This design comes from an exercise in tuning for small area on the open sky130 flow, not from production work. At most, simulation tests tie the RTL to the original design; equivalence was not proved. The RTL of run 1 was laid out without a check of its function.

==> flow/design.v, too long to show whole: its modules and the start of the top module <==
// module ai_accel: 1637 lines
// module wsel: 10 lines
// module fa: 6 lines
// module ha: 6 lines
// module hai: 6 lines
// module ham: 6 lines
module ai_accel
(
	rst_n,
	clk,
	addr,
	wr_en,
	accel_select,
	data_in,
	ctr,
	data_out
);
  // ...
==> flow/run.sh <==
#!/bin/bash
# synth_recipe.tcl (not shown) runs the flow's synth.tcl, then flattens the netlist and writes it again
# the make line also repeats each setting of config.mk as NAME=value (left out here)
make -C /OpenROAD-flow-scripts/flow DESIGN_CONFIG=/design/flow/config.mk WORK_HOME=/design/flow/orfs CLKGATE_MAP_FILE= SYNTH_SCRIPT=/design/flow/synth_recipe.tcl finish
==> flow/config.mk <==
export PLATFORM = sky130hd
export DESIGN_NAME = ai_accel
export DESIGN_NICKNAME = ai_accel
export VERILOG_FILES = /design/flow/design.v
export SDC_FILE = /design/flow/constraint.sdc
export NUM_CORES = 4
export LEC_CHECK = 0
export CAP_MARGIN = 20
export CORE_MARGIN = 2
export CORE_UTILIZATION = 45
export CTS_BUF_LIST = sky130_fd_sc_hd__clkbuf_16
export CTS_CLUSTER_DIAMETER = 100
export CTS_CLUSTER_SIZE = 25
export PLACE_DENSITY = 0.6
export SETUP_SLACK_MARGIN = 0
export SLEW_MARGIN = 20
export SYNTH_HIERARCHICAL = 1
export SYNTH_MINIMUM_KEEP_SIZE = 0
==> flow/constraint.sdc <==
create_clock -name core_clock -period 32.0 [get_ports {clk}]
set_input_delay 6.4000 -clock core_clock [delete_from_list [all_inputs] [get_ports {clk}]]
set_output_delay 6.4000 -clock core_clock [all_outputs]
set_load 0.01 [all_outputs]
==> summary.txt, run 1 <==
YOSYS
-----------------------------------------------------------------------------------------------------------------
Ys async rst share                                                                                          4.25%
Arithmetic-cell share of the synthesized area counting full adders, half adders and majority gates          40.4%
Synth warn                                                                                                      7
Commonest cells in the netlist                                                                       sky130_fd_sc_hd__nand2_1 (513), sky130_fd_sc_hd__fa_1 (427), sky130_fd_sc_hd__edfxtp_1 (248), sky130_fd_sc_hd__a22oi_1 (218), sky130_fd_sc_hd__inv_1 (95)
Number of instances in the synthesized netlist                                                               1977
Count of flip-flops with a built-in enable after synthesis                                                    248

DRT
-----------------------------------------------------------------------------------------------------------------
DR vias/cell                                                                                                 6.69
Routed length per placed instance                                                                         36.8 um
Number of detailed-routing iterations run before antenna repair                                                 7

HOLD PATH
-----------------------------------------------------------------------------------------------------------------
End of the worst hold path                                                                           go_seen$_DFFE_PN0P_
Worst min-delay path startpoint                                                                      go_seen$_DFFE_PN0P_

CELLS AND AREA
-----------------------------------------------------------------------------------------------------------------
Core occupancy in the finished layout                                                                       49.4%
Proportion of cell area occupied by registers                                                               29.8%
Number of non-clock buffers in the layout                                                                     135

DIE
-----------------------------------------------------------------------------------------------------------------
Number of I/O pins                                                                                            116
Number of well-tap cells placed                                                                               688
Floorplan die area                                                                                      54700 um2
Die width                                                                                                  234 um

OUTCOME
-----------------------------------------------------------------------------------------------------------------
Result of the run                                                                no timing/DRC/antenna violations

SETUP PATH
-----------------------------------------------------------------------------------------------------------------
Critical path depth                                                                                            62
Critical Path AT                                                                                         24.74 ns
Sort of element at the end of the critical path                                                      primary output
Setup Crit Path Kind                                                                                 register to primary output
Critical-path cell with the highest stage delay                                                      sky130_fd_sc_hd__nand2_1

TIMING
-----------------------------------------------------------------------------------------------------------------
Relative slew margins                                                                                       18.0%
Peak clock frequency supported by timing                                                                 32.1 MHz
Hold slack final                                                                                         0.517 ns
RSZ-0062 raised after global routing                                                                           no
Final Hold Viols                                                                                                0

GRT
-----------------------------------------------------------------------------------------------------------------
Wire length of the first global-routing pass                                                               142 mm
Total Routing Usage GR                                                                                      37.7%
GR Layer Usage met1                                                                                         52.7%
Initial antenna violation count                                                                                 4

CLOCK NETWORK
-----------------------------------------------------------------------------------------------------------------
H-tree levels                                                                                                   1
TritonCTS buffer count                                                                                         15
Largest buffer count on any clock path                                                                          3
Root buffer cell                                                                                     sky130_fd_sc_hd__clkbuf_16
Clock transition at path regs                                                                             0.10 ns

==> module wsel, before the edit <==
module wsel(st, vA0, vA1, vA2, vB0, vB1, vB2, vB3, s0, s1, s2);
	input [1:0] st;
	input vA0, vA1, vA2, vB0, vB1, vB2, vB3;
	output [3:0] s0, s1, s2;
	wire x = st[1];
	wire y = st[0];
	assign s0 = {x & y & vB1, x & ~y & vB1, ~x & y & vB0, ~x & ~y & vB0} & {4{vA0}};
	assign s1 = {x & y & vB2, x & ~y & vB2, ~x & y & vB1, ~x & ~y & vB1} & {4{vA1}};
	assign s2 = {x & y & vB3, x & ~y & vB3, ~x & y & vB2, ~x & ~y & vB2} & {4{vA2}};
endmodule
==> run 2: changes to the inputs <==
--- a/flow/design.v
+++ b/flow/design.v
@@ -18,17 +18,17 @@
 	input [31:0] data_in;
 	output [31:0] data_out;
 	output [15:0] ctr;
 	reg go_bit;
 	reg [1:0] st;           
 	reg [31:0] data_A0, data_A1, data_A2;
 	reg [31:0] data_B0, data_B1, data_B2, data_B3;
 	reg vA0, vA1, vA2, vB0, vB1, vB2, vB3;
-	reg [7:0] res1, res2, res3;
+	reg [7:0] res1, res2, res3, res4;
 	reg go_seen;            
 	wire [3:0] fld = addr[5:2];
 	wire wr = wr_en & accel_select;
 	wire go_bit_in = wr & (fld == 4'b1000);
 	wire done_bit = st[1] & st[0];
 	wire [1:0] counter = {st[1], st[0] & ~st[1]};
 	assign ctr = {14'b0, counter};
 	wire wA0 = wr & (fld == 4'b1010);
@@ -70,17 +70,17 @@
 		if (wB1) data_B1 <= data_in;
 		if (wB2) data_B2 <= data_in;
 		if (wB3) data_B3 <= data_in;
 	end
 	wire [23:0] a0 = data_A0[23:0];
 	wire [23:0] a1 = data_A1[23:0];
 	wire [23:0] a2 = data_A2[23:0];
 	wire [3:0] s0, s1, s2;
-	wsel ws(st, vA0, vA1, vA2, vB0, vB1, vB2, vB3, s0, s1, s2);
+	wsel ws(go_bit_in, st, vA0, vA1, vA2, vB0, vB1, vB2, vB3, s0, s1, s2);
 	wire [23:0] b0 = ({24{s0[0]}} & data_B0[31:8]) | ({24{s0[1]}} & data_B0[23:0]) |
 	                 ({24{s0[2]}} & data_B1[31:8]) | ({24{s0[3]}} & data_B1[23:0]);
 	wire [23:0] b1 = ({24{s1[0]}} & data_B1[31:8]) | ({24{s1[1]}} & data_B1[23:0]) |
 	                 ({24{s1[2]}} & data_B2[31:8]) | ({24{s1[3]}} & data_B2[23:0]);
 	wire [23:0] b2 = ({24{s2[0]}} & data_B2[31:8]) | ({24{s2[1]}} & data_B2[23:0]) |
 	                 ({24{s2[2]}} & data_B3[31:8]) | ({24{s2[3]}} & data_B3[23:0]);
 	wire [7:0] r;
 	wire p1 = ~(a0[0] & b0[0]);
@@ -933,65 +933,66 @@
 	wire r589 = ovf586 | s359;
 	wire r590 = ovf586 | ~s387;
 	wire r591 = ovf586 | s423;
 	wire r592 = ovf586 | s468;
 	wire r593 = ovf586 | s522;
 	wire r594 = ovf586 | s585;
 	assign r = {r594, r593, r592, r591, r590, r589, r588, r587};
 	always @(posedge clk) begin
-		if (st == 2'd0) res1 <= r;
-		if (st == 2'd1) res2 <= r;
-		if (st == 2'd2) res3 <= r;
+		if (go_bit_in) res1 <= r;
+		if (st == 2'd0) res2 <= r;
+		if (st == 2'd1) res3 <= r;
+		if (st == 2'd2) res4 <= r;
 	end
 	wire [31:0] data_C, data_C2;
 	wire s595, c595;
 	fa u595 (res1[0], res2[0], res3[0], s595, c595);
 	wire s596, c596;
-	ha u596 (s595, r[0], s596, c596);
+	ha u596 (res4[0], s595, s596, c596);
 	wire s597, c597;
 	fa u597 (res1[1], res2[1], res3[1], s597, c597);
 	wire s598, c598;
-	fa u598 (c595, s597, r[1], s598, c598);
+	fa u598 (res4[1], c595, s597, s598, c598);
 	wire s599, c599;
 	ha u599 (c596, s598, s599, c599);
 	wire s600, c600;
 	fa u600 (res1[2], res2[2], res3[2], s600, c600);
 	wire s601, c601;
-	fa u601 (c597, s600, r[2], s601, c601);
+	fa u601 (res4[2], c597, s600, s601, c601);
 	wire s602, c602;
 	fa u602 (c598, s601, c599, s602, c602);
 	wire s603, c603;
 	fa u603 (res1[3], res2[3], res3[3], s603, c603);
 	wire s604, c604;
-	fa u604 (c600, s603, r[3], s604, c604);
+	fa u604 (res4[3], c600, s603, s604, c604);
 	wire s605, c605;
 	fa u605 (c601, s604, c602, s605, c605);
 	wire s606, c606;
 	fa u606 (res1[4], res2[4], res3[4], s606, c606);
 	wire s607, c607;
-	fa u607 (c603, s606, r[4], s607, c607);
+	fa u607 (res4[4], c603, s606, s607, c607);
 	wire s608, c608;
 	fa u608 (c604, s607, c605, s608, c608);
 	wire s609, c609;
 	fa u609 (res1[5], res2[5], res3[5], s609, c609);
 	wire s610, c610;
-	fa u610 (c606, s609, r[5], s610, c610);
+	fa u610 (res4[5], c606, s609, s610, c610);
 	wire s611, c611;
 	fa u611 (c607, s610, c608, s611, c611);
 	wire s612, c612;
 	fa u612 (res1[6], res2[6], res3[6], s612, c612);
 	wire s613, c613;
-	fa u613 (c609, s612, r[6], s613, c613);
+	fa u613 (res4[6], c609, s612, s613, c613);
 	wire s614, c614;
 	fa u614 (c610, s613, c611, s614, c614);
 	wire s615, c615;
 	fa u615 (res1[7], res2[7], res3[7], s615, c615);
 	wire s616, c616;
-	fa u616 (c612, s615, r[7], s616, c616);
+	fa u616 (res4[7], c612, s615, s616, c616);
 	wire s617, c617;
 	fa u617 (c613, s616, c614, s617, c617);
 	wire s618, c618;
 	fa u618 (c615, c616, c617, s618, c618);
 	wire d619 = ~(res1[0] ^ ~s602);
 	wire b620 = res1[0] | ~s602;
 	wire i621 = ~s605;
 	wire s622, c622;
@@ -1017,605 +1018,569 @@
 	wire pc635 = d619 & c634;
 	wire pc636 = s622 & c634;
 	wire pc637 = s624 & c634;
 	wire pc638 = s626 & c634;
 	wire pc639 = s628 & c634;
 	wire pc640 = s630 & c634;
 	wire pc641 = s632 & c634;
 	wire pc642 = s634 & c634;
-	wire x643 = d619 ^ ~c634;
-	wire s644, c644;
-	ham u644 (x643, c634, s644, c644);
-	wire x645 = s622 ^ ~c634;
-	wire s646, c646;
-	ha u646 (x645, c644, s646, c646);
-	wire x647 = s624 ^ ~c634;
-	wire s648, c648;
-	ha u648 (x647, c646, s648, c648);
-	wire x649 = s626 ^ ~c634;
-	wire s650, c650;
-	ha u650 (x649, c648, s650, c650);
-	wire x651 = s628 ^ ~c634;
-	wire s652, c652;
-	ha u652 (x651, c650, s652, c652);
-	wire x653 = s630 ^ ~c634;
-	wire s654, c654;
-	ha u654 (x653, c652, s654, c654);
-	wire x655 = s632 ^ ~c634;
-	wire s656, c656;
-	ha u656 (x655, c654, s656, c656);
-	wire x657 = s634 ^ ~c634;
-	wire m658 = x657 ^ c656;
-	wire p659 = ~(s644 & s646);
-	wire p660 = ~(s644 & s648);
-	wire p661 = ~(s644 & s650);
-	wire p662 = ~(s644 & s652);
-	wire p663 = ~(s644 & s654);
-	wire p664 = ~(s644 & s656);
-	wire p665 = ~(s644 & m658);
-	wire p666 = ~(s646 & s648);
-	wire p667 = ~(s646 & s650);
-	wire p668 = ~(s646 & s652);
-	wire p669 = ~(s646 & s654);
-	wire p670 = ~(s646 & s656);
-	wire p671 = ~(s646 & m658);
-	wire p672 = ~(s648 & s650);
-	wire p673 = ~(s648 & s652);
-	wire p674 = ~(s648 & s654);
-	wire p675 = ~(s648 & s656);
-	wire p676 = ~(s648 & m658);
-	wire p677 = ~(s650 & s652);
-	wire p678 = ~(s650 & s654);
-	wire p679 = ~(s650 & s656);
-	wire p680 = ~(s650 & m658);
-	wire p681 = ~(s652 & s654);
-	wire p682 = ~(s652 & s656);
-	wire p683 = ~(s652 & m658);
-	wire p684 = ~(s654 & s656);
-	wire p685 = ~(s654 & m658);
-	wire p686 = ~(s656 & m658);
-	wire d687 = ~(res2[0] ^ ~s602);
-	wire b688 = res2[0] | ~s602;
-	wire i689 = ~s605;
+	wire u643 = ~c634 & d619;
+	wire m644 = s622 ^ u643;
+	wire u645 = u643 | (~c634 & s622);
+	wire m646 = s624 ^ u645;
+	wire u647 = u645 | (~c634 & s624);
+	wire m648 = s626 ^ u647;
+	wire u649 = u647 | (~c634 & s626);
+	wire m650 = s628 ^ u649;
+	wire u651 = u649 | (~c634 & s628);
+	wire m652 = s630 ^ u651;
+	wire u653 = u651 | (~c634 & s630);
+	wire m654 = s632 ^ u653;
+	wire u655 = u653 | (~c634 & s632);
+	wire m656 = s634 ^ u655;
+	wire p657 = ~(d619 & m644);
+	wire p658 = ~(d619 & m646);
+	wire p659 = ~(d619 & m648);
+	wire p660 = ~(d619 & m650);
+	wire p661 = ~(d619 & m652);
+	wire p662 = ~(d619 & m654);
+	wire p663 = ~(d619 & m656);
+	wire p664 = ~(m644 & m646);
+	wire p665 = ~(m644 & m648);
+	wire p666 = ~(m644 & m650);
+	wire p667 = ~(m644 & m652);
+	wire p668 = ~(m644 & m654);
+	wire p669 = ~(m644 & m656);
+	wire p670 = ~(m646 & m648);
+	wire p671 = ~(m646 & m650);
+	wire p672 = ~(m646 & m652);
+	wire p673 = ~(m646 & m654);
+	wire p674 = ~(m646 & m656);
+	wire p675 = ~(m648 & m650);
+	wire p676 = ~(m648 & m652);
+	wire p677 = ~(m648 & m654);
+	wire p678 = ~(m648 & m656);
+	wire p679 = ~(m650 & m652);
+	wire p680 = ~(m650 & m654);
+	wire p681 = ~(m650 & m656);
+	wire p682 = ~(m652 & m654);
+	wire p683 = ~(m652 & m656);
+	wire p684 = ~(m654 & m656);
+	wire d685 = ~(res2[0] ^ ~s602);
+	wire b686 = res2[0] | ~s602;
+	wire i687 = ~s605;
+	wire s688, c688;
+	fa u688 (res2[1], i687, b686, s688, c688);
+	wire i689 = ~s608;
 	wire s690, c690;
-	fa u690 (res2[1], i689, b688, s690, c690);
-	wire i691 = ~s608;
+	fa u690 (res2[2], i689, c688, s690, c690);
+	wire i691 = ~s611;
 	wire s692, c692;
-	fa u692 (res2[2], i691, c690, s692, c692);
-	wire i693 = ~s611;
+	fa u692 (res2[3], i691, c690, s692, c692);
+	wire i693 = ~s614;
 	wire s694, c694;
-	fa u694 (res2[3], i693, c692, s694, c694);
-	wire i695 = ~s614;
+	fa u694 (res2[4], i693, c692, s694, c694);
+	wire i695 = ~s617;
 	wire s696, c696;
-	fa u696 (res2[4], i695, c694, s696, c696);
-	wire i697 = ~s617;
+	fa u696 (res2[5], i695, c694, s696, c696);
+	wire i697 = ~s618;
 	wire s698, c698;
-	fa u698 (res2[5], i697, c696, s698, c698);
-	wire i699 = ~s618;
+	fa u698 (res2[6], i697, c696, s698, c698);
+	wire i699 = ~c618;
 	wire s700, c700;
-	fa u700 (res2[6], i699, c698, s700, c700);
-	wire i701 = ~c618;
-	wire s702, c702;
-	fa u702 (res2[7], i701, c700, s702, c702);
-	wire pc703 = d687 & c702;
-	wire pc704 = s690 & c702;
-	wire pc705 = s692 & c702;
-	wire pc706 = s694 & c702;
-	wire pc707 = s696 & c702;
-	wire pc708 = s698 & c702;
-	wire pc709 = s700 & c702;
-	wire pc710 = s702 & c702;
-	wire x711 = d687 ^ ~c702;
-	wire s712, c712;
-	ham u712 (x711, c702, s712, c712);
-	wire x713 = s690 ^ ~c702;
-	wire s714, c714;
-	ha u714 (x713, c712, s714, c714);
-	wire x715 = s692 ^ ~c702;
-	wire s716, c716;
-	ha u716 (x715, c714, s716, c716);
-	wire x717 = s694 ^ ~c702;
-	wire s718, c718;
-	ha u718 (x717, c716, s718, c718);
-	wire x719 = s696 ^ ~c702;
-	wire s720, c720;
-	ha u720 (x719, c718, s720, c720);
-	wire x721 = s698 ^ ~c702;
-	wire s722, c722;
-	ha u722 (x721, c720, s722, c722);
-	wire x723 = s700 ^ ~c702;
-	wire s724, c724;
-	ha u724 (x723, c722, s724, c724);
-	wire x725 = s702 ^ ~c702;
-	wire m726 = x725 ^ c724;
-	wire p727 = ~(s712 & s714);
-	wire p728 = ~(s712 & s716);
-	wire p729 = ~(s712 & s718);
-	wire p730 = ~(s712 & s720);
-	wire p731 = ~(s712 & s722);
-	wire p732 = ~(s712 & s724);
-	wire p733 = ~(s712 & m726);
-	wire p734 = ~(s714 & s716);
-	wire p735 = ~(s714 & s718);
-	wire p736 = ~(s714 & s720);
-	wire p737 = ~(s714 & s722);
-	wire p738 = ~(s714 & s724);
-	wire p739 = ~(s714 & m726);
-	wire p740 = ~(s716 & s718);
-	wire p741 = ~(s716 & s720);
-	wire p742 = ~(s716 & s722);
-	wire p743 = ~(s716 & s724);
-	wire p744 = ~(s716 & m726);
-	wire p745 = ~(s718 & s720);
-	wire p746 = ~(s718 & s722);
-	wire p747 = ~(s718 & s724);
-	wire p748 = ~(s718 & m726);
-	wire p749 = ~(s720 & s722);
-	wire p750 = ~(s720 & s724);
-	wire p751 = ~(s720 & m726);
-	wire p752 = ~(s722 & s724);
-	wire p753 = ~(s722 & m726);
-	wire p754 = ~(s724 & m726);
-	wire d755 = ~(res3[0] ^ ~s602);
-	wire b756 = res3[0] | ~s602;
-	wire i757 = ~s605;
+	fa u700 (res2[7], i699, c698, s700, c700);
+	wire pc701 = d685 & c700;
+	wire pc702 = s688 & c700;
+	wire pc703 = s690 & c700;
+	wire pc704 = s692 & c700;
+	wire pc705 = s694 & c700;
+	wire pc706 = s696 & c700;
+	wire pc707 = s698 & c700;
+	wire pc708 = s700 & c700;
+	wire u709 = ~c700 & d685;
+	wire m710 = s688 ^ u709;
+	wire u711 = u709 | (~c700 & s688);
+	wire m712 = s690 ^ u711;
+	wire u713 = u711 | (~c700 & s690);
+	wire m714 = s692 ^ u713;
+	wire u715 = u713 | (~c700 & s692);
+	wire m716 = s694 ^ u715;
+	wire u717 = u715 | (~c700 & s694);
+	wire m718 = s696 ^ u717;
+	wire u719 = u717 | (~c700 & s696);
+	wire m720 = s698 ^ u719;
+	wire u721 = u719 | (~c700 & s698);
+	wire m722 = s700 ^ u721;
+	wire p723 = ~(d685 & m710);
+	wire p724 = ~(d685 & m712);
+	wire p725 = ~(d685 & m714);
+	wire p726 = ~(d685 & m716);
+	wire p727 = ~(d685 & m718);
+	wire p728 = ~(d685 & m720);
+	wire p729 = ~(d685 & m722);
+	wire p730 = ~(m710 & m712);
+	wire p731 = ~(m710 & m714);
+	wire p732 = ~(m710 & m716);
+	wire p733 = ~(m710 & m718);
+	wire p734 = ~(m710 & m720);
+	wire p735 = ~(m710 & m722);
+	wire p736 = ~(m712 & m714);
+	wire p737 = ~(m712 & m716);
+	wire p738 = ~(m712 & m718);
+	wire p739 = ~(m712 & m720);
+	wire p740 = ~(m712 & m722);
+	wire p741 = ~(m714 & m716);
+	wire p742 = ~(m714 & m718);
+	wire p743 = ~(m714 & m720);
+	wire p744 = ~(m714 & m722);
+	wire p745 = ~(m716 & m718);
+	wire p746 = ~(m716 & m720);
+	wire p747 = ~(m716 & m722);
+	wire p748 = ~(m718 & m720);
+	wire p749 = ~(m718 & m722);
+	wire p750 = ~(m720 & m722);
+	wire d751 = ~(res3[0] ^ ~s602);
+	wire b752 = res3[0] | ~s602;
+	wire i753 = ~s605;
+	wire s754, c754;
+	fa u754 (res3[1], i753, b752, s754, c754);
+	wire i755 = ~s608;
+	wire s756, c756;
+	fa u756 (res3[2], i755, c754, s756, c756);
+	wire i757 = ~s611;
 	wire s758, c758;
-	fa u758 (res3[1], i757, b756, s758, c758);
-	wire i759 = ~s608;
+	fa u758 (res3[3], i757, c756, s758, c758);
+	wire i759 = ~s614;
 	wire s760, c760;
-	fa u760 (res3[2], i759, c758, s760, c760);
-	wire i761 = ~s611;
+	fa u760 (res3[4], i759, c758, s760, c760);
+	wire i761 = ~s617;
 	wire s762, c762;
-	fa u762 (res3[3], i761, c760, s762, c762);
-	wire i763 = ~s614;
+	fa u762 (res3[5], i761, c760, s762, c762);
+	wire i763 = ~s618;
 	wire s764, c764;
-	fa u764 (res3[4], i763, c762, s764, c764);
-	wire i765 = ~s617;
+	fa u764 (res3[6], i763, c762, s764, c764);
+	wire i765 = ~c618;
 	wire s766, c766;
-	fa u766 (res3[5], i765, c764, s766, c766);
-	wire i767 = ~s618;
-	wire s768, c768;
-	fa u768 (res3[6], i767, c766, s768, c768);
-	wire i769 = ~c618;
-	wire s770, c770;
-	fa u770 (res3[7], i769, c768, s770, c770);
-	wire pc771 = d755 & c770;
-	wire pc772 = s758 & c770;
-	wire pc773 = s760 & c770;
-	wire pc774 = s762 & c770;
-	wire pc775 = s764 & c770;
-	wire pc776 = s766 & c770;
-	wire pc777 = s768 & c770;
-	wire pc778 = s770 & c770;
-	wire x779 = d755 ^ ~c770;
-	wire s780, c780;
-	ham u780 (x779, c770, s780, c780);
-	wire x781 = s758 ^ ~c770;
-	wire s782, c782;
-	ha u782 (x781, c780, s782, c782);
-	wire x783 = s760 ^ ~c770;
-	wire s784, c784;
-	ha u784 (x783, c782, s784, c784);
-	wire x785 = s762 ^ ~c770;
-	wire s786, c786;
-	ha u786 (x785, c784, s786, c786);
-	wire x787 = s764 ^ ~c770;
-	wire s788, c788;
-	ha u788 (x787, c786, s788, c788);
-	wire x789 = s766 ^ ~c770;
-	wire s790, c790;
-	ha u790 (x789, c788, s790, c790);
-	wire x791 = s768 ^ ~c770;
-	wire s792, c792;
-	ha u792 (x791, c790, s792, c792);
-	wire x793 = s770 ^ ~c770;
-	wire m794 = x793 ^ c792;
-	wire p795 = ~(s780 & s782);
-	wire p796 = ~(s780 & s784);
-	wire p797 = ~(s780 & s786);
-	wire p798 = ~(s780 & s788);
-	wire p799 = ~(s780 & s790);
-	wire p800 = ~(s780 & s792);
-	wire p801 = ~(s780 & m794);
-	wire p802 = ~(s782 & s784);
-	wire p803 = ~(s782 & s786);
-	wire p804 = ~(s782 & s788);
-	wire p805 = ~(s782 & s790);
-	wire p806 = ~(s782 & s792);
-	wire p807 = ~(s782 & m794);
-	wire p808 = ~(s784 & s786);
-	wire p809 = ~(s784 & s788);
-	wire p810 = ~(s784 & s790);
-	wire p811 = ~(s784 & s792);
-	wire p812 = ~(s784 & m794);
-	wire p813 = ~(s786 & s788);
-	wire p814 = ~(s786 & s790);
-	wire p815 = ~(s786 & s792);
-	wire p816 = ~(s786 & m794);
-	wire p817 = ~(s788 & s790);
-	wire p818 = ~(s788 & s792);
-	wire p819 = ~(s788 & m794);
-	wire p820 = ~(s790 & s792);
-	wire p821 = ~(s790 & m794);
-	wire p822 = ~(s792 & m794);
-	wire d823 = ~(r[0] ^ ~s602);
-	wire b824 = r[0] | ~s602;
-	wire i825 = ~s605;
+	fa u766 (res3[7], i765, c764, s766, c766);
+	wire pc767 = d751 & c766;
+	wire pc768 = s754 & c766;
+	wire pc769 = s756 & c766;
+	wire pc770 = s758 & c766;
+	wire pc771 = s760 & c766;
+	wire pc772 = s762 & c766;
+	wire pc773 = s764 & c766;
+	wire pc774 = s766 & c766;
+	wire u775 = ~c766 & d751;
+	wire m776 = s754 ^ u775;
+	wire u777 = u775 | (~c766 & s754);
+	wire m778 = s756 ^ u777;
+	wire u779 = u777 | (~c766 & s756);
+	wire m780 = s758 ^ u779;
+	wire u781 = u779 | (~c766 & s758);
+	wire m782 = s760 ^ u781;
+	wire u783 = u781 | (~c766 & s760);
+	wire m784 = s762 ^ u783;
+	wire u785 = u783 | (~c766 & s762);
+	wire m786 = s764 ^ u785;
+	wire u787 = u785 | (~c766 & s764);
+	wire m788 = s766 ^ u787;
+	wire p789 = ~(d751 & m776);
+	wire p790 = ~(d751 & m778);
+	wire p791 = ~(d751 & m780);
+	wire p792 = ~(d751 & m782);
+	wire p793 = ~(d751 & m784);
+	wire p794 = ~(d751 & m786);
+	wire p795 = ~(d751 & m788);
+	wire p796 = ~(m776 & m778);
+	wire p797 = ~(m776 & m780);
+	wire p798 = ~(m776 & m782);
+	wire p799 = ~(m776 & m784);
+	wire p800 = ~(m776 & m786);
+	wire p801 = ~(m776 & m788);
+	wire p802 = ~(m778 & m780);
+	wire p803 = ~(m778 & m782);
+	wire p804 = ~(m778 & m784);
+	wire p805 = ~(m778 & m786);
+	wire p806 = ~(m778 & m788);
+	wire p807 = ~(m780 & m782);
+	wire p808 = ~(m780 & m784);
+	wire p809 = ~(m780 & m786);
+	wire p810 = ~(m780 & m788);
+	wire p811 = ~(m782 & m784);
+	wire p812 = ~(m782 & m786);
+	wire p813 = ~(m782 & m788);
+	wire p814 = ~(m784 & m786);
+	wire p815 = ~(m784 & m788);
+	wire p816 = ~(m786 & m788);
+	wire d817 = ~(res4[0] ^ ~s602);
+	wire b818 = res4[0] | ~s602;
+	wire i819 = ~s605;
+	wire s820, c820;
+	fa u820 (res4[1], i819, b818, s820, c820);
+	wire i821 = ~s608;
+	wire s822, c822;
+	fa u822 (res4[2], i821, c820, s822, c822);
+	wire i823 = ~s611;
+	wire s824, c824;
+	fa u824 (res4[3], i823, c822, s824, c824);
+	wire i825 = ~s614;
 	wire s826, c826;
-	fa u826 (r[1], i825, b824, s826, c826);
-	wire i827 = ~s608;
+	fa u826 (res4[4], i825, c824, s826, c826);
+	wire i827 = ~s617;
 	wire s828, c828;
-	fa u828 (r[2], i827, c826, s828, c828);
-	wire i829 = ~s611;
+	fa u828 (res4[5], i827, c826, s828, c828);
+	wire i829 = ~s618;
 	wire s830, c830;
-	fa u830 (r[3], i829, c828, s830, c830);
-	wire i831 = ~s614;
+	fa u830 (res4[6], i829, c828, s830, c830);
+	wire i831 = ~c618;
 	wire s832, c832;
-	fa u832 (r[4], i831, c830, s832, c832);
-	wire i833 = ~s617;
-	wire s834, c834;
-	fa u834 (r[5], i833, c832, s834, c834);
-	wire i835 = ~s618;
-	wire s836, c836;
-	fa u836 (r[6], i835, c834, s836, c836);
-	wire i837 = ~c618;
-	wire s838, c838;
-	fa u838 (r[7], i837, c836, s838, c838);
-	wire pc839 = d823 & c838;
-	wire pc840 = s826 & c838;
-	wire pc841 = s828 & c838;
-	wire pc842 = s830 & c838;
-	wire pc843 = s832 & c838;
-	wire pc844 = s834 & c838;
-	wire pc845 = s836 & c838;
-	wire pc846 = s838 & c838;
-	wire x847 = d823 ^ ~c838;
-	wire s848, c848;
-	ham u848 (x847, c838, s848, c848);
-	wire x849 = s826 ^ ~c838;
-	wire s850, c850;
-	ha u850 (x849, c848, s850, c850);
-	wire x851 = s828 ^ ~c838;
-	wire s852, c852;
-	ha u852 (x851, c850, s852, c852);
-	wire x853 = s830 ^ ~c838;
-	wire s854, c854;
-	ha u854 (x853, c852, s854, c854);
-	wire x855 = s832 ^ ~c838;
-	wire s856, c856;
-	ha u856 (x855, c854, s856, c856);
-	wire x857 = s834 ^ ~c838;
-	wire s858, c858;
-	ha u858 (x857, c856, s858, c858);
-	wire x859 = s836 ^ ~c838;
-	wire s860, c860;
-	ha u860 (x859, c858, s860, c860);
-	wire x861 = s838 ^ ~c838;
-	wire m862 = x861 ^ c860;
-	wire p863 = ~(s848 & s850);
-	wire p864 = ~(s848 & s852);
-	wire p865 = ~(s848 & s854);
-	wire p866 = ~(s848 & s856);
-	wire p867 = ~(s848 & s858);
-	wire p868 = ~(s848 & s860);
-	wire p869 = ~(s848 & m862);
-	wire p870 = ~(s850 & s852);
-	wire p871 = ~(s850 & s854);
-	wire p872 = ~(s850 & s856);
-	wire p873 = ~(s850 & s858);
-	wire p874 = ~(s850 & s860);
-	wire p875 = ~(s850 & m862);
-	wire p876 = ~(s852 & s854);
-	wire p877 = ~(s852 & s856);
-	wire p878 = ~(s852 & s858);
-	wire p879 = ~(s852 & s860);
-	wire p880 = ~(s852 & m862);
-	wire p881 = ~(s854 & s856);
-	wire p882 = ~(s854 & s858);
-	wire p883 = ~(s854 & s860);
-	wire p884 = ~(s854 & m862);
-	wire p885 = ~(s856 & s858);
-	wire p886 = ~(s856 & s860);
-	wire p887 = ~(s856 & m862);
-	wire p888 = ~(s858 & s860);
-	wire p889 = ~(s858 & m862);
-	wire p890 = ~(s860 & m862);
-	wire s891, c891;
-	fa u891 (s646, s714, s782, s891, c891);
+	fa u832 (res4[7], i831, c830, s832, c832);
+	wire pc833 = d817 & c832;
+	wire pc834 = s820 & c832;
+	wire pc835 = s822 & c832;
+	wire pc836 = s824 & c832;
+	wire pc837 = s826 & c832;
+	wire pc838 = s828 & c832;
+	wire pc839 = s830 & c832;
+	wire pc840 = s832 & c832;
+	wire u841 = ~c832 & d817;
+	wire m842 = s820 ^ u841;
+	wire u843 = u841 | (~c832 & s820);
+	wire m844 = s822 ^ u843;
+	wire u845 = u843 | (~c832 & s822);
+	wire m846 = s824 ^ u845;
+	wire u847 = u845 | (~c832 & s824);
+	wire m848 = s826 ^ u847;
+	wire u849 = u847 | (~c832 & s826);
+	wire m850 = s828 ^ u849;
+	wire u851 = u849 | (~c832 & s828);
+	wire m852 = s830 ^ u851;
+	wire u853 = u851 | (~c832 & s830);
+	wire m854 = s832 ^ u853;
+	wire p855 = ~(d817 & m842);
+	wire p856 = ~(d817 & m844);
+	wire p857 = ~(d817 & m846);
+	wire p858 = ~(d817 & m848);
+	wire p859 = ~(d817 & m850);
+	wire p860 = ~(d817 & m852);
+	wire p861 = ~(d817 & m854);
+	wire p862 = ~(m842 & m844);
+	wire p863 = ~(m842 & m846);
+	wire p864 = ~(m842 & m848);
+	wire p865 = ~(m842 & m850);
+	wire p866 = ~(m842 & m852);
+	wire p867 = ~(m842 & m854);
+	wire p868 = ~(m844 & m846);
+	wire p869 = ~(m844 & m848);
+	wire p870 = ~(m844 & m850);
+	wire p871 = ~(m844 & m852);
+	wire p872 = ~(m844 & m854);
+	wire p873 = ~(m846 & m848);
+	wire p874 = ~(m846 & m850);
+	wire p875 = ~(m846 & m852);
+	wire p876 = ~(m846 & m854);
+	wire p877 = ~(m848 & m850);
+	wire p878 = ~(m848 & m852);
+	wire p879 = ~(m848 & m854);
+	wire p880 = ~(m850 & m852);
+	wire p881 = ~(m850 & m854);
+	wire p882 = ~(m852 & m854);
+	wire s883, c883;
+	fa u883 (m644, m710, m776, s883, c883);
+	wire s884, c884;
+	fa u884 (p657, p723, p789, s884, c884);
+	wire i885 = ~p855;
+	wire s886, c886;
+	fa u886 (m842, i885, s883, s886, c886);
+	wire s887, c887;
+	ham u887 (s886, s884, s887, c887);
+	wire s888, c888;
+	fa u888 (p658, p724, p790, s888, c888);
+	wire i889 = ~c883;
+	wire s890, c890;
+	fa u890 (p856, i889, c884, s890, c890);
+	wire i891 = ~c886;
 	wire s892, c892;
-	fa u892 (p659, p727, p795, s892, c892);
-	wire i893 = ~p863;
+	fa u892 (s888, i891, s890, s892, c892);
+	wire s893, c893;
+	ham u893 (c887, s892, s893, c893);
 	wire s894, c894;
-	fa u894 (s850, i893, s891, s894, c894);
+	fa u894 (m646, m712, m778, s894, c894);
 	wire s895, c895;
-	ham u895 (s894, s892, s895, c895);
+	fa u895 (p664, p730, p796, s895, c895);
 	wire s896, c896;
-	fa u896 (p660, p728, p796, s896, c896);
-	wire i897 = ~c891;
+	fa u896 (p862, p659, p725, s896, c896);
+	wire i897 = ~m844;
 	wire s898, c898;
-	fa u898 (p864, i897, c892, s898, c898);
-	wire i899 = ~c894;
+	fa u898 (i897, p791, p857, s898, c898);
+	wire i899 = ~s894;
 	wire s900, c900;
-	fa u900 (i899, s896, s898, s900, c900);
+	fa u900 (i899, c888, s895, s900, c900);
 	wire s901, c901;
-	ham u901 (c895, s900, s901, c901);
+	fa u901 (c890, s896, s898, s901, c901);
 	wire s902, c902;
-	fa u902 (s648, s716, s784, s902, c902);
+	fa u902 (s900, c892, s901, s902, c902);
 	wire s903, c903;
-	fa u903 (p666, p734, p802, s903, c903);
+	ham u903 (c893, s902, s903, c903);
 	wire s904, c904;
-	fa u904 (p870, p661, p729, s904, c904);
-	wire i905 = ~s852;
+	fa u904 (p665, p731, p797, s904, c904);
+	wire s905, c905;
+	fa u905 (p863, p660, p726, s905, c905);
 	wire s906, c906;
-	fa u906 (i905, p797, p865, s906, c906);
-	wire i907 = ~s902;
+	fa u906 (p792, p858, c895, s906, c906);
+	wire i907 = ~c894;
 	wire s908, c908;
-	fa u908 (i907, c896, s903, s908, c908);
+	fa u908 (i907, c896, c898, s908, c908);
 	wire s909, c909;
-	fa u909 (c898, s904, s906, s909, c909);
+	fa u909 (s904, c900, s905, s909, c909);
 	wire s910, c910;
-	fa u910 (s908, c900, s909, s910, c910);
+	fa u910 (s906, c901, s908, s910, c910);
 	wire s911, c911;
-	ham u911 (c901, s910, s911, c911);
+	fa u911 (s909, c902, s910, s911, c911);
 	wire s912, c912;
-	fa u912 (p667, p735, p803, s912, c912);
-	wire i913 = ~c902;
+	ham u912 (c903, s911, s912, c912);
+	wire s913, c913;
+	fa u913 (m648, m714, m780, s913, c913);
 	wire s914, c914;
-	fa u914 (p871, i913, c903, s914, c914);
+	fa u914 (p670, p736, p802, s914, c914);
 	wire s915, c915;
-	fa u915 (p662, p730, p798, s915, c915);
-	wire s916, c916;
-	fa u916 (p866, c904, c906, s916, c916);
+	fa u915 (p868, p666, p732, s915, c915);
+	wire i916 = ~m846;
 	wire s917, c917;
-	fa u917 (s912, c908, s914, s917, c917);
+	fa u917 (i916, p798, p864, s917, c917);
 	wire s918, c918;
-	fa u918 (s915, c909, s916, s918, c918);
-	wire s919, c919;
-	fa u919 (s917, c910, s918, s919, c919);
+	fa u918 (p661, p727, p793, s918, c918);
+	wire i919 = ~s913;
 	wire s920, c920;
-	ham u920 (c911, s919, s920, c920);
+	fa u920 (i919, p859, c904, s920, c920);
 	wire s921, c921;
-	fa u921 (s650, s718, s786, s921, c921);
+	fa u921 (s914, c905, c906, s921, c921);
 	wire s922, c922;
-	fa u922 (p672, p740, p808, s922, c922);
+	fa u922 (s915, s917, c908, s922, c922);
 	wire s923, c923;
-	fa u923 (p876, p668, p736, s923, c923);
-	wire i924 = ~s854;
+	fa u923 (s918, s920, c909, s923, c923);
+	wire s924, c924;
+	fa u924 (s921, c910, s922, s924, c924);
 	wire s925, c925;
-	fa u925 (i924, p804, p872, s925, c925);
+	fa u925 (s923, c911, s924, s925, c925);
 	wire s926, c926;
-	fa u926 (c912, p663, p731, s926, c926);
+	ham u926 (c912, s925, s926, c926);
 	wire s927, c927;
-	fa u927 (p799, p867, s922, s927, c927);
-	wire i928 = ~s921;
+	fa u927 (p671, p737, p803, s927, c927);
+	wire s928, c928;
+	fa u928 (p869, p667, p733, s928, c928);
 	wire s929, c929;
-	fa u929 (i928, c914, c915, s929, c929);
+	fa u929 (p799, p865, c914, s929, c929);
 	wire s930, c930;
-	fa u930 (s923, s925, c916, s930, c930);
+	fa u930 (p662, p728, p794, s930, c930);
 	wire s931, c931;
-	fa u931 (s926, s927, c917, s931, c931);
-	wire s932, c932;
-	fa u932 (s929, c918, s930, s932, c932);
+	fa u931 (p860, c915, c917, s931, c931);
+	wire i932 = ~c913;
 	wire s933, c933;
-	fa u933 (s931, c919, s932, s933, c933);
+	fa u933 (i932, s927, c918, s933, c933);
 	wire s934, c934;
-	ham u934 (c920, s933, s934, c934);
+	fa u934 (c920, s928, s929, s934, c934);
 	wire s935, c935;
-	fa u935 (p673, p741, p809, s935, c935);
-	wire i936 = ~c921;
+	fa u935 (c921, s930, s931, s935, c935);
+	wire s936, c936;
+	fa u936 (c922, s933, s934, s936, c936);
 	wire s937, c937;
-	fa u937 (p877, i936, c922, s937, c937);
+	fa u937 (c923, s935, c924, s937, c937);
 	wire s938, c938;
-	fa u938 (p669, p737, p805, s938, c938);
+	fa u938 (s936, c925, s937, s938, c938);
 	wire s939, c939;
-	fa u939 (p873, c923, c925, s939, c939);
+	ham u939 (c926, s938, s939, c939);
 	wire s940, c940;
-	fa u940 (p664, p732, p800, s940, c940);
+	fa u940 (m650, m716, m782, s940, c940);
 	wire s941, c941;
-	fa u941 (p868, s935, c926, s941, c941);
+	fa u941 (p675, p741, p807, s941, c941);
 	wire s942, c942;
-	fa u942 (c927, s937, s938, s942, c942);
-	wire s943, c943;
-	fa u943 (c929, s939, c930, s943, c943);
+	fa u942 (p873, p672, p738, s942, c942);
+	wire i943 = ~m848;
 	wire s944, c944;
-	fa u944 (s940, s941, c931, s944, c944);
+	fa u944 (i943, p804, p870, s944, c944);
 	wire s945, c945;
-	fa u945 (s942, c932, s943, s945, c945);
-	wire s946, c946;
-	fa u946 (s944, c933, s945, s946, c946);
+	fa u945 (p668, p734, p800, s945, c945);
+	wire i946 = ~s940;
 	wire s947, c947;
-	ham u947 (c934, s946, s947, c947);
+	fa u947 (i946, p866, c927, s947, c947);
 	wire s948, c948;
-	fa u948 (s652, s720, s788, s948, c948);
+	fa u948 (s941, p663, p729, s948, c948);
 	wire s949, c949;
-	fa u949 (p677, p745, p813, s949, c949);
+	fa u949 (p795, p861, c928, s949, c949);
 	wire s950, c950;
-	fa u950 (p881, p674, p742, s950, c950);
-	wire i951 = ~s856;
+	fa u950 (c929, s942, s944, s950, c950);
+	wire s951, c951;
+	fa u951 (c930, c931, s945, s951, c951);
 	wire s952, c952;
-	fa u952 (i951, p810, p878, s952, c952);
+	fa u952 (s947, c933, c934, s952, c952);
 	wire s953, c953;
-	fa u953 (c935, p670, p738, s953, c953);
+	fa u953 (s948, s949, s950, s953, c953);
 	wire s954, c954;
-	fa u954 (p806, p874, s949, s954, c954);
+	fa u954 (c935, s951, c936, s954, c954);
 	wire s955, c955;
-	fa u955 (c937, p665, p733, s955, c955);
+	fa u955 (s952, s953, c937, s955, c955);
 	wire s956, c956;
-	fa u956 (p801, p869, c938, s956, c956);
-	wire i957 = ~s948;
+	fa u956 (s954, c938, s955, s956, c956);
+	wire s957, c957;
+	ham u957 (c939, s956, s957, c957);
 	wire s958, c958;
-	fa u958 (i957, s950, s952, s958, c958);
+	fa u958 (p676, p742, p808, s958, c958);
 	wire s959, c959;
-	fa u959 (c939, c940, s953, s959, c959);
+	fa u959 (p874, p673, p739, s959, c959);
 	wire s960, c960;
-	fa u960 (s954, c941, c942, s960, c960);
+	fa u960 (p805, p871, c941, s960, c960);
 	wire s961, c961;
-	fa u961 (s955, s956, s958, s961, c961);
+	fa u961 (p669, p735, p801, s961, c961);
 	wire s962, c962;
-	fa u962 (c943, s959, c944, s962, c962);
-	wire s963, c963;
-	fa u963 (s960, s961, c945, s963, c963);
+	fa u962 (p867, c942, c944, s962, c962);
+	wire i963 = ~c940;
 	wire s964, c964;
-	fa u964 (s962, c946, s963, s964, c964);
+	fa u964 (i963, s958, c945, s964, c964);
 	wire s965, c965;
-	ham u965 (c947, s964, s965, c965);
+	fa u965 (c947, s959, s960, s965, c965);
 	wire s966, c966;
-	fa u966 (p678, p746, p814, s966, c966);
-	wire i967 = ~c948;
+	fa u966 (c948, c949, c950, s966, c966);
+	wire s967, c967;
+	fa u967 (s961, s962, c951, s967, c967);
 	wire s968, c968;
-	fa u968 (p882, i967, c949, s968, c968);
+	fa u968 (s964, s965, c952, s968, c968);
 	wire s969, c969;
-	fa u969 (p675, p743, p811, s969, c969);
+	fa u969 (c953, s966, s967, s969, c969);
 	wire s970, c970;
-	fa u970 (p879, p671, p739, s970, c970);
+	fa u970 (c954, s968, c955, s970, c970);
 	wire s971, c971;
-	fa u971 (p807, p875, c950, s971, c971);
+	fa u971 (s969, c956, s970, s971, c971);
 	wire s972, c972;
-	fa u972 (c952, s966, c953, s972, c972);
+	ham u972 (c957, s971, s972, c972);
 	wire s973, c973;
-	fa u973 (c954, s968, s969, s973, c973);
+	fa u973 (m652, m718, m784, s973, c973);
 	wire s974, c974;
-	fa u974 (c955, c956, c958, s974, c974);
+	fa u974 (p679, p745, p811, s974, c974);
 	wire s975, c975;
-	fa u975 (s970, s971, c959, s975, c975);
-	wire s976, c976;
-	fa u976 (s972, s973, c960, s976, c976);
+	fa u975 (p877, p677, p743, s975, c975);
+	wire i976 = ~m850;
 	wire s977, c977;
-	fa u977 (c961, s974, s975, s977, c977);
+	fa u977 (i976, p809, p875, s977, c977);
 	wire s978, c978;
-	fa u978 (c962, s976, c963, s978, c978);
-	wire s979, c979;
-	fa u979 (s977, c964, s978, s979, c979);
+	fa u978 (p674, p740, p806, s978, c978);
+	wire i979 = ~s973;
 	wire s980, c980;
-	ham u980 (c965, s979, s980, c980);
+	fa u980 (i979, p872, c958, s980, c980);
 	wire s981, c981;
-	fa u981 (s654, s722, s790, s981, c981);
+	fa u981 (s974, c959, c960, s981, c981);
 	wire s982, c982;
-	fa u982 (p681, p749, p817, s982, c982);
+	fa u982 (s975, s977, c961, s982, c982);
 	wire s983, c983;
-	fa u983 (p885, p679, p747, s983, c983);
-	wire i984 = ~s858;
+	fa u983 (c962, s978, s980, s983, c983);
+	wire s984, c984;
+	fa u984 (c964, c965, s981, s984, c984);
 	wire s985, c985;
-	fa u985 (i984, p815, p883, s985, c985);
+	fa u985 (c966, s982, s983, s985, c985);
 	wire s986, c986;
-	fa u986 (p676, p744, p812, s986, c986);
-	wire i987 = ~s981;
+	fa u986 (c967, s984, c968, s986, c986);
+	wire s987, c987;
+	fa u987 (s985, c969, s986, s987, c987);
 	wire s988, c988;
-	fa u988 (i987, p880, c966, s988, c988);
+	fa u988 (c970, s987, c971, s988, c988);
 	wire s989, c989;
-	fa u989 (s982, c968, c969, s989, c989);
+	ham u989 (c972, s988, s989, c989);
 	wire s990, c990;
-	fa u990 (s983, s985, c970, s990, c990);
+	fa u990 (p680, p746, p812, s990, c990);
 	wire s991, c991;
-	fa u991 (c971, s986, s988, s991, c991);
+	fa u991 (p878, p678, p744, s991, c991);
 	wire s992, c992;
-	fa u992 (c972, c973, s989, s992, c992);
-	wire s993, c993;
-	fa u993 (c974, s990, s991, s993, c993);
+	fa u992 (p810, p876, c974, s992, c992);
+	wire i993 = ~c973;
 	wire s994, c994;
-	fa u994 (c975, s992, c976, s994, c994);
+	fa u994 (i993, c975, c977, s994, c994);
 	wire s995, c995;
-	fa u995 (s993, c977, s994, s995, c995);
+	fa u995 (s990, c978, c980, s995, c995);
 	wire s996, c996;
-	fa u996 (c978, s995, c979, s996, c996);
+	fa u996 (s991, s992, c981, s996, c996);
 	wire s997, c997;
-	ham u997 (c980, s996, s997, c997);
+	fa u997 (s994, c982, c983, s997, c997);
 	wire s998, c998;
-	fa u998 (p682, p750, p818, s998, c998);
+	fa u998 (s995, c984, s996, s998, c998);
 	wire s999, c999;
-	fa u999 (p886, p680, p748, s999, c999);
+	fa u999 (c985, s997, s998, s999, c999);
 	wire s1000, c1000;
-	fa u1000 (p816, p884, c982, s1000, c1000);
-	wire i1001 = ~c981;
+	fa u1000 (c986, s999, c987, s1000, c1000);
+	wire i1001 = ~c989;
 	wire s1002, c1002;
-	fa u1002 (i1001, c983, c985, s1002, c1002);
+	fa u1002 (s1000, c988, i1001, s1002, c1002);
 	wire s1003, c1003;
-	fa u1003 (s998, c986, c988, s1003, c1003);
+	fa u1003 (m654, m720, m786, s1003, c1003);
 	wire s1004, c1004;
-	fa u1004 (s999, s1000, c989, s1004, c1004);
+	fa u1004 (p682, p748, p814, s1004, c1004);
 	wire s1005, c1005;
-	fa u1005 (s1002, c990, c991, s1005, c1005);
-	wire s1006, c1006;
-	fa u1006 (s1003, c992, s1004, s1006, c1006);
+	fa u1005 (p880, p681, p747, s1005, c1005);
+	wire i1006 = ~m852;
 	wire s1007, c1007;
-	fa u1007 (c993, s1005, s1006, s1007, c1007);
-	wire s1008, c1008;
-	fa u1008 (c994, s1007, c995, s1008, c1008);
-	wire i1009 = ~c997;
+	fa u1007 (i1006, p813, p879, s1007, c1007);
+	wire i1008 = ~s1003;
+	wire s1009, c1009;
+	fa u1009 (i1008, c990, s1004, s1009, c1009);
 	wire s1010, c1010;
-	fa u1010 (s1008, c996, i1009, s1010, c1010);
+	fa u1010 (c991, c992, s1005, s1010, c1010);
 	wire s1011, c1011;
-	fa u1011 (s656, s724, s792, s1011, c1011);
+	fa u1011 (s1007, c994, s1009, s1011, c1011);
 	wire s1012, c1012;
-	fa u1012 (p684, p752, p820, s1012, c1012);
+	fa u1012 (c995, s1010, c996, s1012, c1012);
 	wire s1013, c1013;
-	fa u1013 (p888, p683, p751, s1013, c1013);
-	wire i1014 = ~s860;
+	fa u1013 (s1011, c997, c998, s1013, c1013);
+	wire s1014, c1014;
+	fa u1014 (s1012, c999, s1013, s1014, c1014);
 	wire s1015, c1015;
-	fa u1015 (i1014, p819, p887, s1015, c1015);
-	wire i1016 = ~s1011;
-	wire s1017, c1017;
-	fa u1017 (i1016, c998, s1012, s1017, c1017);
+	fa u1015 (s1014, c1000, c1002, s1015, c1015);
+	wire s1016, c1016;
+	fa u1016 (p683, p749, p815, s1016, c1016);
+	wire i1017 = ~c1003;
 	wire s1018, c1018;
-	fa u1018 (c999, c1000, s1013, s1018, c1018);
+	fa u1018 (p881, i1017, c1004, s1018, c1018);
 	wire s1019, c1019;
-	fa u1019 (s1015, c1002, c1003, s1019, c1019);
+	fa u1019 (c1005, c1007, s1016, s1019, c1019);
 	wire s1020, c1020;
-	fa u1020 (s1017, s1018, c1004, s1020, c1020);
+	fa u1020 (c1009, s1018, c1010, s1020, c1020);
 	wire s1021, c1021;
-	fa u1021 (c1005, s1019, c1006, s1021, c1021);
+	fa u1021 (s1019, c1011, c1012, s1021, c1021);
 	wire s1022, c1022;
-	fa u1022 (s1020, c1007, s1021, s1022, c1022);
+	fa u1022 (s1020, c1013, s1021, s1022, c1022);
 	wire s1023, c1023;
-	fa u1023 (s1022, c1008, c1010, s1023, c1023);
+	fa u1023 (c1014, s1022, c1015, s1023, c1023);
 	wire s1024, c1024;
-	fa u1024 (p685, p753, p821, s1024, c1024);
-	wire i1025 = ~c1011;
-	wire s1026, c1026;
-	fa u1026 (p889, i1025, c1012, s1026, c1026);
+	fa u1024 (m656, m722, m788, s1024, c1024);
+	wire s1025, c1025;
+	fa u1025 (p684, p750, p816, s1025, c1025);
+	wire i1026 = ~p882;
 	wire s1027, c1027;
-	fa u1027 (c1013, c1015, s1024, s1027, c1027);
+	fa u1027 (m854, i1026, s1024, s1027, c1027);
 	wire s1028, c1028;
-	fa u1028 (c1017, s1026, c1018, s1028, c1028);
-	wire s1029, c1029;
-	fa u1029 (s1027, c1019, s1028, s1029, c1029);
+	fa u1028 (c1016, s1025, c1018, s1028, c1028);
+	wire i1029 = ~s1027;
 	wire s1030, c1030;
-	fa u1030 (c1020, s1029, c1021, s1030, c1030);
+	fa u1030 (i1029, c1019, s1028, s1030, c1030);
 	wire s1031, c1031;
-	fa u1031 (c1022, s1030, c1023, s1031, c1031);
+	fa u1031 (c1020, s1030, c1021, s1031, c1031);
 	wire s1032, c1032;
-	fa u1032 (m658, m726, m794, s1032, c1032);
-	wire s1033, c1033;
-	fa u1033 (p686, p754, p822, s1033, c1033);
-	wire i1034 = ~p890;
-	wire s1035, c1035;
-	fa u1035 (m862, i1034, s1032, s1035, c1035);
+	fa u1032 (c1022, s1031, c1023, s1032, c1032);
+	wire i1033 = ~c1025;
+	wire s1034, c1034;
+	fa u1034 (c1024, i1033, c1027, s1034, c1034);
+	wire i1035 = ~s1034;
 	wire s1036, c1036;
-	fa u1036 (c1024, s1033, c1026, s1036, c1036);
-	wire i1037 = ~s1035;
-	wire s1038, c1038;
-	fa u1038 (i1037, c1027, s1036, s1038, c1038);
+	fa u1036 (c1028, i1035, c1030, s1036, c1036);
+	wire s1037, c1037;
+	fa u1037 (s1036, c1031, c1032, s1037, c1037);
+	wire i1038 = ~c1034;
 	wire s1039, c1039;
-	fa u1039 (c1028, s1038, c1029, s1039, c1039);
-	wire s1040, c1040;
-	fa u1040 (s1039, c1030, c1031, s1040, c1040);
-	wire i1041 = ~c1033;
-	wire s1042, c1042;
-	fa u1042 (c1032, i1041, c1035, s1042, c1042);
-	wire i1043 = ~s1042;
-	wire s1044, c1044;
-	fa u1044 (c1036, i1043, c1038, s1044, c1044);
-	wire s1045, c1045;
-	fa u1045 (s1044, c1039, c1040, s1045, c1045);
-	wire i1046 = ~c1042;
-	wire s1047, c1047;
-	fa u1047 (i1046, c1044, c1045, s1047, c1047);
-	assign data_C = {pc642, pc641, pc640, pc639, pc638, pc637, pc636, pc635, pc710, pc709, pc708, pc707, pc706, pc705, pc704, pc703, pc778, pc777, pc776, pc775, pc774, pc773, pc772, pc771, pc846, pc845, pc844, pc843, pc842, pc841, pc840, pc839};
-	assign data_C2 = {16'b0, ~c1047, ~s1047, ~s1045, ~s1040, ~s1031, ~s1023, ~s1010, s997, s980, s965, s947, s934, s920, s911, s901, s895};
+	fa u1039 (i1038, c1036, c1037, s1039, c1039);
+	assign data_C = {pc642, pc641, pc640, pc639, pc638, pc637, pc636, pc635, pc708, pc707, pc706, pc705, pc704, pc703, pc702, pc701, pc774, pc773, pc772, pc771, pc770, pc769, pc768, pc767, pc840, pc839, pc838, pc837, pc836, pc835, pc834, pc833};
+	assign data_C2 = {16'b0, ~c1039, ~s1039, ~s1037, ~s1032, ~s1023, ~s1015, ~s1002, s989, s972, s957, s939, s926, s912, s903, s893, s887};
 	wire [31:0] rdA0 = vA0 ? data_A0 : 32'b0;
 	wire [31:0] rdA1 = vA1 ? data_A1 : 32'b0;
 	wire [31:0] rdA2 = vA2 ? data_A2 : 32'b0;
 	wire [31:0] rdB0 = vB0 ? data_B0 : 32'b0;
 	wire [31:0] rdB1 = vB1 ? data_B1 : 32'b0;
 	wire [31:0] rdB2 = vB2 ? data_B2 : 32'b0;
 	wire [31:0] rdB3 = vB3 ? data_B3 : 32'b0;
 	reg [31:0] data_out;
@@ -1631,22 +1596,23 @@
 		4'b1111: data_out = rdB2;
 		4'b0000: data_out = rdB3;
 		4'b0001: data_out = go_seen ? data_C : 32'b0;
 		4'b0010: data_out = go_seen ? data_C2 : 32'b0;
 		default: data_out = 32'b0;
 		endcase
 	end
 endmodule
-module wsel(st, vA0, vA1, vA2, vB0, vB1, vB2, vB3, s0, s1, s2);
+module wsel(go, st, vA0, vA1, vA2, vB0, vB1, vB2, vB3, s0, s1, s2);
+	input go;
 	input [1:0] st;
 	input vA0, vA1, vA2, vB0, vB1, vB2, vB3;
 	output [3:0] s0, s1, s2;
-	wire x = st[1];
-	wire y = st[0];
+	wire x = ~go & (st != 2'd0);
+	wire y = ~go & ~(st == 2'd1);
 	assign s0 = {x & y & vB1, x & ~y & vB1, ~x & y & vB0, ~x & ~y & vB0} & {4{vA0}};
 	assign s1 = {x & y & vB2, x & ~y & vB2, ~x & y & vB1, ~x & ~y & vB1} & {4{vA1}};
 	assign s2 = {x & y & vB3, x & ~y & vB3, ~x & y & vB2, ~x & ~y & vB2} & {4{vA2}};
 endmodule
 module fa(x, y, z, s, c);
 	input x, y, z;
 	output s, c;
 	assign s = x ^ y ^ z;
==> flow/flow/run.sh (new file) <==
#!/bin/bash
# Standard layout (standard.sh), except: the synthesis buffers are removed at
# floorplan, ports get buf_2 buffers, and CTS inserts no dummy loads.
set -e
cat >> config.mk <<'EOF'
export REMOVE_ABC_BUFFERS = 1
export BUFFER_PORTS_ARGS = -buffer_cell sky130_fd_sc_hd__buf_2
export CTS_ARGS = -sink_clustering_enable -repair_clock_nets -dont_use_dummy_load -sink_clustering_size 25 -sink_clustering_max_diameter 100 -buf_list sky130_fd_sc_hd__clkbuf_16
EOF
bash standard.sh > standard.log 2>&1
==> flow/standard.sh (new file) <==
#!/bin/bash
# synth_recipe.tcl (not shown) runs the flow's synth.tcl, then flattens the netlist and writes it again
# the make line also repeats each setting of config.mk as NAME=value (left out here)
make -C /OpenROAD-flow-scripts/flow DESIGN_CONFIG=/design/flow/config.mk WORK_HOME=/design/flow/orfs CLKGATE_MAP_FILE= SYNTH_SCRIPT=/design/flow/synth_recipe.tcl "${@:-finish}"
==> flow/config.mk (replaced) <==
export PLATFORM = sky130hd
export DESIGN_NAME = ai_accel
export DESIGN_NICKNAME = ai_accel
export VERILOG_FILES = /design/flow/design.v
export SDC_FILE = /design/flow/constraint.sdc
export NUM_CORES = 4
export LEC_CHECK = 0
export CAP_MARGIN = 20
export CORE_MARGIN = 2
export CORE_UTILIZATION = 60
export CTS_BUF_LIST = sky130_fd_sc_hd__clkbuf_16
export CTS_CLUSTER_DIAMETER = 100
export CTS_CLUSTER_SIZE = 25
export GPL_TIMING_DRIVEN = 0
export PLACE_DENSITY = 0.7
export SETUP_SLACK_MARGIN = 0
export SLEW_MARGIN = 20
export SYNTH_HIERARCHICAL = 1
export SYNTH_MINIMUM_KEEP_SIZE = 0
export REMOVE_ABC_BUFFERS = 1
export BUFFER_PORTS_ARGS = -buffer_cell sky130_fd_sc_hd__buf_2
export CTS_ARGS = -sink_clustering_enable -repair_clock_nets -dont_use_dummy_load -sink_clustering_size 25 -sink_clustering_max_diameter 100 -buf_list sky130_fd_sc_hd__clkbuf_16
removed: flow/run.sh
==> run 2 against run 1 <==
- still clean on timing, DRC and antenna
- final area shrank 2.8%
- area after synthesis shrank 0.77%
- synthesized cell count grew 0.71%
- clock skew shrank 0.011 ns
- core utilization grew 16 points
- first-iteration DRC count grew 39%
- sequential share of layout area grew 1.8 points
- maximum frequency grew 38%
- critical endpoint unchanged
==> summary.txt, run 2 <==
SETUP PATH
-------------------------------------------------------------------------------------------
Critical Path AT                                                                   16.09 ns   -8.65 ns
Worst stage delay on the critical path                                              1.00 ns
Required time reported for the critical path endpoint                              25.60 ns
Critical-path cell with the highest stage delay                                sky130_fd_sc_hd__xnor2_1
Setup Crit Path Kind                                                           register to primary output
Type of origin of the critical path                                                register
Cell repeated most along the worst path                                        sky130_fd_sc_hd__fa_1
Sort of element at the end of the critical path                                primary output
CP max FO                                                                                 8

GRT
-------------------------------------------------------------------------------------------
Largest net degree at the start of global routing                                        26
Wire length of the first global-routing pass                                         133 mm   -6.2%
Total Routing Usage GR                                                                45.9%   +8.2 points
GRT overflow                                                                              0
Initial antenna violation count                                                           5   +1
Number of global-route vias before repair                                             19400

CELLS AND AREA
-------------------------------------------------------------------------------------------
Combined area of the multi-input logic cells                                      15100 um2
Number of inserted filler cells in the final layout                                    2988
Area growth, synth to finish                                                          6.68%
Area of all sequential standard cells                                              7960 um2
Number of nets at the end of the flow                                                  2544
Final Instance Area                                                               25200 um2
Ratio of cells with drive above 1 in the final layout                                 8.56%
Most common cell after layout, fill and taps aside                             sky130_fd_sc_hd__nand2_1
Most used cells in the layout excluding fill and tap cells                     sky130_fd_sc_hd__nand2_1 (520), sky130_fd_sc_hd__fa_1 (427), sky130_fd_sc_hd__edfxtp_1 (256)

CLOCK NETWORK
-------------------------------------------------------------------------------------------
Clock transition at path regs                                                       0.09 ns   about the same
H-tree levels                                                                             1   unchanged
Largest buffer count on any clock path                                                    3   unchanged
TritonCTS buffer count                                                                   14   -1
Root buffer cell                                                               sky130_fd_sc_hd__clkbuf_16
Clock tree sinks                                                                        267
Number of hold-repair buffers added at the cts stage                                      0
Post-CTS setup buffer count                                                               0
Worst skew pair latency                                                             0.52 ns
Resize count post-CTS                                                                     0
Clock tree from TritonCTS                                                              done

TIMING
-------------------------------------------------------------------------------------------
Peak clock frequency supported by timing                                           44.5 MHz   +38%
Time the final worst path needs with I/O delays and setup                          22.49 ns
Relative slew margins                                                                 14.6%   -3.4 points
RSZ-0062 raised after global routing                                                     no
Crit path setup slack, layout                                                       9.51 ns
Summed negative setup slack over all endpoints                                         0 ns
Final Hold Viols                                                                          0   unchanged
Number of failing setup endpoints in the final timing report                              0
Worst Tran Pin Value                                                                1.27 ns
Crit share post-route                                                                 70.3%
Worst-case clock skew                                                             0.0275 ns
Final Max Tran Viols                                                                      0

YOSYS
-------------------------------------------------------------------------------------------
Area share of the leading cell type in the synthesized netlist                        36.2%
Count of flip-flops with a built-in enable after synthesis                              256   +3.2%
Cell taking the most area after synthesis                                      sky130_fd_sc_hd__fa_1
Sequential fraction of the synthesis area                                             33.7%
Mean Syn Cell Area                                                                 11.9 um2
Top_reg_cell synth                                                             sky130_fd_sc_hd__edfxtp_1
Post-synthesis cell area                                                          23600 um2
FF+latch count, synth                                                                   267
Number of instances in the synthesized netlist                                         1991   +0.71%
Commonest cells in the netlist                                                 sky130_fd_sc_hd__nand2_1 (520), sky130_fd_sc_hd__fa_1 (427), sky130_fd_sc_hd__edfxtp_1 (256), sky130_fd_sc_hd__a22oi_1 (226), sky130_fd_sc_hd__inv_1 (72)
Most instantiated library cell after synthesis                                 sky130_fd_sc_hd__nand2_1
Ys async rst share                                                                    4.12%   -0.13 points
Synth warn                                                                                7   unchanged
Main area contributors after synthesis                                         sky130_fd_sc_hd__fa_1 (36%), sky130_fd_sc_hd__edfxtp_1 (33%), sky130_fd_sc_hd__nand2_1 (8.3%)
Count of unique library cells instantiated by Yosys                                      57

DRT
-------------------------------------------------------------------------------------------
Number of vias after detailed routing                                                 18900
Number of detailed-routing iterations run before antenna repair                          10   +3
Residual DRC count                                                                        0
Routed length per placed instance                                                   36.0 um   -2.2%
Antenna viol nets, final                                                                  0
Number of design-rule violations left by the first detailed-router iteration           3482
DR vias/cell                                                                           7.42   +11%
Total wire length after detailed routing                                            91.6 mm

HOLD PATH
-------------------------------------------------------------------------------------------
Worst hold-check path type                                                     register to register

DIE
-------------------------------------------------------------------------------------------
Number of I/O pins                                                                      116   unchanged
Core Area                                                                         38700 um2
Vertical die dimension                                                               202 um
Initial core utilization                                                              60.9%
Floorplan die area                                                                40900 um2   -25%
Die width                                                                            202 um   -13%
Row count                                                                                72

OUTCOME
-------------------------------------------------------------------------------------------
Result of the run                                          no timing/DRC/antenna violations

FLOW RUN
-------------------------------------------------------------------------------------------
Max_cap viols                                                                             0

PLACE
-------------------------------------------------------------------------------------------
Post-DP HPWL                                                                        70.9 mm
Setup Slack @ Placement                                                             9.89 ns
Placement-stage cell area                                                         24800 um2
Weighted congestion at the end of routability-driven global placement                  1.06
Buffers on Ports                                                                         73

==> run 2: cell types whose count changed after synthesis, moves of 15 or more <==
cell                       delta
sky130_fd_sc_hd__a221oi_1    -17
sky130_fd_sc_hd__ha_1        -60
sky130_fd_sc_hd__inv_1       -23
sky130_fd_sc_hd__nand2b_1    +22
sky130_fd_sc_hd__nand3_1     -15
sky130_fd_sc_hd__nand4_1     +17
sky130_fd_sc_hd__xor2_1      +15
==> run 2: stage by stage <==
stage               instances  hold WS (ns)  utilization (%)
floorplan                1901         0.454                -
CTS                      2539         0.518             64.9
detailed placement       2525         0.495             64.0
finish                   2546         0.541             65.0
global placement         2492         0.496             62.5
global route             2543         0.560             65.0
==> run 2: area by class of cell <==
class | count | area share (%)
Antenna cell | 6 | 0.0596
Clock buffer | 14 | 1.39
Inverter | 72 | 1.07
Multi-Input combinational cell | 1562 | 60.1
Sequential cell | 267 | 31.6
Tap cell | 518 | 2.57
Timing Repair Buffer | 107 | 3.17
==> run 2: cells by family (layout without fill, tap and decap cells) <==
group / after synthesis / after routing / share of synthesized area (%)
AO/OA/AOI/OAI: 339 / 339 / 10.9
adder cells (fa/ha/maj): 452 / 452 / 37.6
multiplexers: 2 / 2 / 0.0901
flip-flops: 267 / 267 / 33.7
AND/OR/NAND/NOR: 726 / 726 / 13.6
XOR/XNOR: 29 / 29 / 1.08
buffers and inverters: 175 / 193 / 3.05
other: 1 / 20 / 0.0159
==> run 2: path summary, 6_finish.rpt <==
kind / startpoint / endpoint / cells past startpoint
hold / removal: vB3$_DFFE_PN0P_ / vB3$_DFFE_PN0P_ / 1
max in group asynchronous: rst_n / vB0$_DFFE_PN0P_ / 1
min in group asynchronous: rst_n / vB1$_DFFE_PN0P_ / 1
setup reg to reg: st[0]$_DFFE_PN0P_ / res3[6]$_DFFE_PP_ / 23
hold reg to reg: vB3$_DFFE_PN0P_ / vB3$_DFFE_PN0P_ / 1
setup / recovery: res2[1]$_DFFE_PN_ / data_out[14] / 39
==> run 2: modules after synthesis, one instance, submodules excluded <==
module | cells | flops+latches | times used | area (um2)
wsel | 20 | 0 | 1 | 111
ai_accel | 1509 | 267 | 1 | 14700
ha | 1 | 0 | 2 | 12.5
ham | 2 | 0 | 12 | 16.3
fa | 1 | 0 | 427 | 20.0
hai | 3 | 0 | 3 | 20.0
==> run 2: metal layers <==
| layer | up-vias | part of all wire, % | GRT usage (%) |
|---|---|---|---|
| met4 | 0 | 6.8 | 22.9 |
| met2 | 1918 | 42 | 64.8 |
| met1 | 9546 | 36 | 64.0 |
| li1 | 7067 | - | - |
| met3 | 362 | 16 | 15.5 |
| met5 | - | 0 | 0 |
==> run 2: worst max-delay path, delay by kind of cell, from the launching register on <==
kind            cells  cell delay [ns]
xor+xnor            1             1.00
fa+ha+maj          28            12.48
simple gates        3             0.68
flops               1             0.45
compound gates      2             0.41
buf+inv             5             0.57

==> static timing again, ports no longer ideal <==
Ports are ideal in the flow. The routed layouts listed here were re-timed in OpenROAD. Step 1 sets driving cells, clkbuf_16 on the clock port and buf_2 on the other inputs (assumed; they add their load-dependent delay and slew). Step 2 times the ports against the registers' clock, not the clock port: input delays grow and output delays shrink by t, the midpoint of the rising clock arrivals with the driver on. Three values: ideal ports, drivers, drivers and shift; two values: the first two.
run	t, ns	slack for setup (ns)	clock arrival spread, ns	worst register clock-pin slew, ns
run 1	0.570	0.864 / 0.809 / 1.379	0.044 / 0.044	0.10 / 0.10
run 2	0.555	9.506 / 9.454 / 10.009	0.030 / 0.030	0.11 / 0.11
After both steps setup and hold are still met in every run listed.
